Background: an optimization exercise with open tools, aiming at small area. Do not read the settings as production practice. The RTL was checked by simulation tests, not by an equivalence proof against the original design.

==> inputs of wip/harbor <==
==> flow/design.v (excerpt) <==
module todoPID(clk,rst,yactual,referencia,ena2,PWMin);
input clk,rst;
input [8:0]yactual,referencia;
output wire ena2;
output reg [17:0]PWMin;
reg [14:0] k;       
reg [17:0] I;       
reg [8:0]  y8;      
reg [8:0]  yp;      
wire last = k[14] & k[13] & k[8] & k[7] & k[5] & k[3] & k[0];  
wire [14:0] kn;
rca #(15) inc(k, 15'd0, 1'b1, kn);
wire [8:0] e;
rca #(9) sub_e(referencia, ~yactual, 1'b1, e);
wire [11:0] e7;
rca #(12) mul7({e[8],e,3'b0}, ~{{3{e[8]}},e}, 1'b1, e7);
wire [17:0] ie;
rca #(18) add_i(I, {{6{e7[11]}},e7}, 1'b0, ie);
wire [8:0] d;
rca #(9) sub_d(yactual, ~yp, 1'b1, d);
wire [12:0] z;    
rca #(13) add_z({{4{y8[8]}},y8}, {yp[8],yp,3'b0}, 1'b0, z);
wire [16:0] z9;   
rca #(17) add_z9({{4{z[12]}},z}, {z[12],z,3'b0}, 1'b0, z9);
wire [10:0] d3;   
rca #(11) add_d3({{2{yp[8]}},yp}, {yp[8],yp,1'b0}, 1'b0, d3);
wire [16:0] s;
rca #(17) add_s(z9, {{6{d3[10]}},d3}, 1'b0, s);
wire [17:0] pw;
rca #(18) add_pw(I, ~{s,1'b0}, 1'b1, pw);
assign ena2 = (k >= 15'd19);
always @(posedge clk)
  if (rst) begin
    k <= 0; I <= 0; yp <= 0; PWMin <= 0;
  end else begin
    k <= last ? 15'd0 : kn;
    if (k == 15'd8) begin
      I <= ie;
      y8 <= yactual;
    end
    if (k == 15'd12) yp <= d;
    if (k == 15'd13) PWMin <= pw;
    if (k == 15'd16) yp <= yactual;
  end
endmodule
==> module rca, before the edit <==
module rca #(parameter N = 8) (a, b, ci, s);
input [N-1:0] a, b;
input ci;
output [N-1:0] s;
wire [N:0] c;
assign c[0] = ci;
genvar i;
generate for (i = 0; i < N; i = i + 1) begin : fa
  assign s[i] = a[i] ^ b[i] ^ c[i];
  assign c[i+1] = (a[i] & b[i]) | (c[i] & (a[i] ^ b[i]));
end endgenerate
endmodule
==> module todoPID, before the edit <==
module todoPID(clk,rst,yactual,referencia,ena2,PWMin);
input clk,rst;
input [8:0]yactual,referencia;
output wire ena2;
output reg [17:0]PWMin;
reg [14:0] k;       
reg [17:0] I;       
reg [8:0]  y8;      
reg [8:0]  yp;      
wire last = k[14] & k[13] & k[8] & k[7] & k[5] & k[3] & k[0];  
wire [14:0] kn;
rca #(15) inc(k, 15'd0, 1'b1, kn);
wire [8:0] e;
rca #(9) sub_e(referencia, ~yactual, 1'b1, e);
wire [11:0] e7;
rca #(12) mul7({e[8],e,3'b0}, ~{{3{e[8]}},e}, 1'b1, e7);
wire [17:0] ie;
rca #(18) add_i(I, {{6{e7[11]}},e7}, 1'b0, ie);
wire [8:0] d;
rca #(9) sub_d(yactual, ~yp, 1'b1, d);
wire [12:0] z;    
rca #(13) add_z({{4{y8[8]}},y8}, {yp[8],yp,3'b0}, 1'b0, z);
wire [16:0] z9;   
rca #(17) add_z9({{4{z[12]}},z}, {z[12],z,3'b0}, 1'b0, z9);
wire [10:0] d3;   
rca #(11) add_d3({{2{yp[8]}},yp}, {yp[8],yp,1'b0}, 1'b0, d3);
wire [16:0] s;
rca #(17) add_s(z9, {{6{d3[10]}},d3}, 1'b0, s);
wire [17:0] pw;
rca #(18) add_pw(I, ~{s,1'b0}, 1'b1, pw);
assign ena2 = (k >= 15'd19);
always @(posedge clk)
  if (rst) begin
    k <= 0; I <= 0; yp <= 0; PWMin <= 0;
  end else begin
    k <= last ? 15'd0 : kn;
    if (k == 15'd8) begin
      I <= ie;
      y8 <= yactual;
    end
    if (k == 15'd12) yp <= d;
    if (k == 15'd13) PWMin <= pw;
    if (k == 15'd16) yp <= yactual;
  end
endmodule
clock: 10.0 ns
lec_check: 0
cap_margin: 20
core_margin: 2
core_utilization: 40
cts_buf_list: sky130_fd_sc_hd__clkbuf_8
cts_cluster_diameter: 500
cts_cluster_size: 100
slew_margin: 20
run.sh (not shown) runs the stock make flow with config.mk's settings and CLKGATE_MAP_FILE= SYNTH_SCRIPT=/design/flow/synth_recipe.tcl, a recipe that flattens the netlist after the stock synthesis.
==> wip/ember (differences from wip/harbor) <==
==> flow/design.v (replaced) <==
`timescale 1ns / 1ps
module multiplicador(constante,multiplicador,salida);
input signed [8:0]constante,multiplicador;
output wire[17:0]salida;
assign salida=constante*multiplicador;
endmodule
`timescale 1ns / 1ps
module sumador16bits(entrada1,entrada2,salida);
input [17:0]entrada1,entrada2;
output wire [17:0]salida;
assign salida=entrada1+entrada2;
endmodule
`timescale 1ns / 1ps
module restador8bits(entrada1,entrada2,salida);
input[8:0]entrada1,entrada2;
output wire[8:0]salida;
assign salida=entrada1-entrada2;
endmodule
`timescale 1ns / 1ps
module restador16bits(entrada1,entrada2,salida);
input[17:0]entrada1,entrada2;
output wire[17:0]salida;
assign salida=entrada1-entrada2;
endmodule
`timescale 1ns / 1ps
module registro16bits(clk,rst,ena,dato,guardado);
input clk,ena,rst;
input [17:0]dato;
output reg [17:0]guardado;
always @(posedge clk)
	if(rst)
		guardado<=18'b0;
	else if(ena)
				guardado<=dato;
			else 
				guardado<=guardado;
endmodule
`timescale 1ns / 1ps
module registro8bits(clk,rst,ena,dato,guardado);
input clk,ena,rst;
input [8:0]dato;
output reg [8:0]guardado;
always @(posedge clk)
	if(rst)
		guardado<=8'b0;
	else if(ena)
				guardado<=dato;
			else 
				guardado<=guardado;
endmodule
`timescale 1ns / 1ps
module cuentatiempos(clk,rst1,ena1,salidaz1,salida2);
input clk,rst1,ena1;
output wire salidaz1;
output wire salida2;
reg [19:0] cuenta;
always @(posedge clk)
	if(rst1)
		cuenta<=20'b0;
	else if (ena1)
		cuenta<=cuenta+1'b1;
	else 
		cuenta<=cuenta;
assign salidaz1=(cuenta==20'd25000);
assign salida2=&cuenta[1:0];
endmodule
`timescale 1ns / 1ps
module controldelPID(clk,rst,tiempo,seg,ena1,ena2,ki,kd,kp,rst1,etapa2,etapa3,etapa4);
input clk,tiempo,rst,seg;
output reg ena1,ena2,rst1,etapa2,etapa3,etapa4;
output reg [8:0] ki,kp,kd;
reg [2:0] pres,futu;
	parameter 
	t0=3'b000,
	t1=3'b001,
	t2=3'b010,
	t3=3'b011,
	t4=3'b100,
	t5=3'b101,
	t6=3'b110,
	t7=3'b111;
always @(posedge clk)
	if (rst)
		pres<=0;
	else
		pres<=futu;
always @(pres or tiempo or seg)
	case(pres)
	t0: futu=t1;
	t1: if(seg)
			futu=t2;
		 else
			futu=t1;
	t2: if(seg)
			futu=t3;
		 else
			futu=t2;
	t3: if(seg)
			futu=t4;
		 else
			futu=t3;
	t4: if(seg)
			futu=t5;
		 else
			futu=t4;
	t5:futu=t6;
	t6: futu=t7;
	t7: if(tiempo)
			futu=t0;
		 else
			futu=t7;
	endcase
always @(pres)
	case(pres)
		t0:begin 
			ena1=0;
			ena2=0;
			rst1=1;
			ki=9'd504;
			kp=9'd493;
			kd=9'd436;
			etapa2=0;
			etapa3=0;
			etapa4=0;end
		t1:begin 
			ena1=1;
			ena2=0;
			rst1=0;
			ki=9'd7;
			kp=9'd18;
			kd=9'd150;
			etapa2=0;
			etapa3=0;
			etapa4=0;end
		t2:begin 
			ena1=1;
			ena2=0;
			rst1=0;
			ki=9'd7;
			kp=9'd18;
			kd=9'd150;
			etapa2=1;
			etapa3=0;
			etapa4=0;end
		t3:begin 
			ena1=1;
			ena2=0;
			rst1=0;
			ki=9'd7;
			kp=9'd18;
			kd=9'd150;
			etapa2=0;
			etapa3=1;
			etapa4=0;end
		t4:begin 
			ena1=1;
			ena2=0;
			rst1=0;
			ki=9'd7;
			kp=9'd18;
			kd=9'd150;
			etapa2=0;
			etapa3=0;
			etapa4=1;end
		t5:begin 
			ena1=1;
			ena2=0;
			rst1=0;
			ki=9'd7;
			kp=9'd18;
			kd=9'd150;
			etapa2=0;
			etapa3=0;
			etapa4=0;end
		t6:begin 
			ena1=1;
			ena2=0;
			rst1=0;
			ki=9'd7;
			kp=9'd18;
			kd=9'd150;
			etapa2=0;
			etapa3=0;
			etapa4=0;end
		t7:begin 
			ena1=1;
			ena2=1;
			rst1=0;
			ki=9'd7;
			kp=9'd18;
			kd=9'd150;
			etapa2=0;
			etapa3=0;
			etapa4=0;end
	endcase
endmodule
`timescale 1ns / 1ps
module P(clk,rst,etapa2,kp,yact,propo);
input clk,rst,etapa2;
input signed [8:0]yact,kp;
output wire [17:0]propo;
wire [17:0]salida,guardado;
multiplicador multipique(kp,yact,salida);
registro16bits guarde(clk,rst,etapa2,salida,guardado);
assign propo=guardado; 
endmodule
`timescale 1ns / 1ps
module I(clk,rst,etapa5,etapa2,yact,refe,ki,Isal);
input clk,rst,etapa5,etapa2;
input [8:0]yact,refe,ki;
output wire[17:0] Isal;
wire [8:0]dif;
wire [17:0]kiek,iant,salida,guardado;
restador8bits restador(refe,yact,dif);
multiplicador multip(ki,dif,kiek);
sumador16bits suma(iant,kiek,salida);
registro16bits ianterior(clk,rst,etapa5,guardado,iant);
registro16bits sigue(clk,rst,etapa2,salida,guardado);
assign Isal=guardado;
endmodule
`timescale 1ns / 1ps
module D(clk,rst,etapa5,etapa3,kd,yact,Dsal);
input clk,rst,etapa5,etapa3;
input [8:0]kd,yact;
output wire [17:0]Dsal;
wire [8:0]yant,ysub;
wire [17:0]kdysub,guardado;
registro16bits salidapd(clk,rst,etapa3,kdysub,guardado);
restador8bits ymenos(yact,yant,ysub);
multiplicador multi(kd,ysub,kdysub);
registro8bits anterior(clk,rst,etapa5,yact,yant);
assign Dsal=guardado;
endmodule
`timescale 1ns / 1ps
module PIDgeneral(clk,rst,etapa2,etapa3,etapa4,yactual,referencia,ki,kd,kp,PWMin);
input clk,rst,etapa2,etapa3,etapa4;
input[8:0] yactual,referencia,ki,kd,kp;
output wire [17:0]PWMin;
wire [17:0]Isal,propo,dato,Pids;
P proporcional(clk,rst,etapa2,kp,yactual,propo); 
I integral(clk,rst,etapa4,etapa2,yactual,referencia,ki,Isal); 
restador16bits restPI(Isal,propo,dato); 
registro16bits guardaresta(clk,rst,etapa3,dato,Pids); 
wire [17:0]Dsal,restatodo,fin;
D derivada(clk,rst,etapa4,etapa3,kd,yactual,Dsal); 
restador16bits restPID(Pids,Dsal,restatodo); 
registro16bits guardatodo(clk,rst,etapa4,restatodo,fin); 
assign PWMin=fin;
endmodule
`timescale 1ns / 1ps
module todoPID(clk,rst,yactual,referencia,ena2,PWMin);
input clk,rst;
input [8:0]yactual,referencia;
output wire ena2;
output wire [17:0]PWMin;
wire etapa2,etapa3,etapa4,ena1,seg,tiempo,rst1;
wire [8:0]ki,kp,kd;
PIDgeneral fisico(clk,rst,etapa2,etapa3,etapa4,yactual,referencia,ki,kd,kp,PWMin);
controldelPID FSM(clk,rst,tiempo,seg,ena1,ena2,ki,kd,kp,rst1,etapa2,etapa3,etapa4);
cuentatiempos periodo(clk,rst1,ena1,tiempo,seg); 
endmodule
--- a/flow/config.mk
+++ b/flow/config.mk
@@ -10,5 +10,2 @@
 export CORE_UTILIZATION = 40
-export CTS_BUF_LIST = sky130_fd_sc_hd__clkbuf_8
-export CTS_CLUSTER_DIAMETER = 500
-export CTS_CLUSTER_SIZE = 100
 export SLEW_MARGIN = 20
==> results.toml <==
[status]
outcome = "no timing/DRC/antenna violations"

[synthesis]
synth_warnings = 2
synth.top_cell.area_share = 0.364

[routing]
dr_total_vias = 3055

[floorplan]
start_util = 0.409
That was wip/harbor.
==> results.toml <==
[status]
outcome = "no timing/DRC/antenna violations"

[routing]
dr_total_vias = 10700

[grt]
grt_overflow = 0

[job]
maxCapViolCount = 0

[floorplan]
start_util = 0.403

[synthesis]
synth.top_cell.area_share = 0.202
synth_warnings = 4
That was wip/ember.

==> static timing again, ports no longer ideal <==
In the flow no input, the clock included, has a driving cell. The finished layouts below were timed again as built, in two steps.
Step 1 (the two cells are an assumption about what drives the block):
set clk [get_ports {clk}]
set_driving_cell -lib_cell sky130_fd_sc_hd__clkbuf_16 $clk
set_driving_cell -lib_cell sky130_fd_sc_hd__buf_2 [delete_from_list [all_inputs] $clk]
Step 2, shift: input delay + t, output delay - t, t = (earliest + latest rising clock arrival at the registers) / 2. This alone moves slack from input paths to output paths.
a / b / c = no drivers / after step 1 / after step 2; a / b = the first two.
run | t (ns) | setup WS [ns] | hold slack, ns | worst register clock-pin slew, ns
wip/harbor | 0.388 | 0.359 / 0.368 / -0.019 | 0.460 / 0.460 / 0.460 | 0.08 / 0.08
wip/ember | 0.479 | 1.528 / 1.523 / 1.043 | 0.460 / 0.460 / 0.460 | 0.07 / 0.07
Met with ideal ports but missed after step 2: setup timing in wip/harbor. For wip/ember, which loses most, drivers alone change the setup slack by -0.005 ns; drivers and shift together by -0.485 ns.
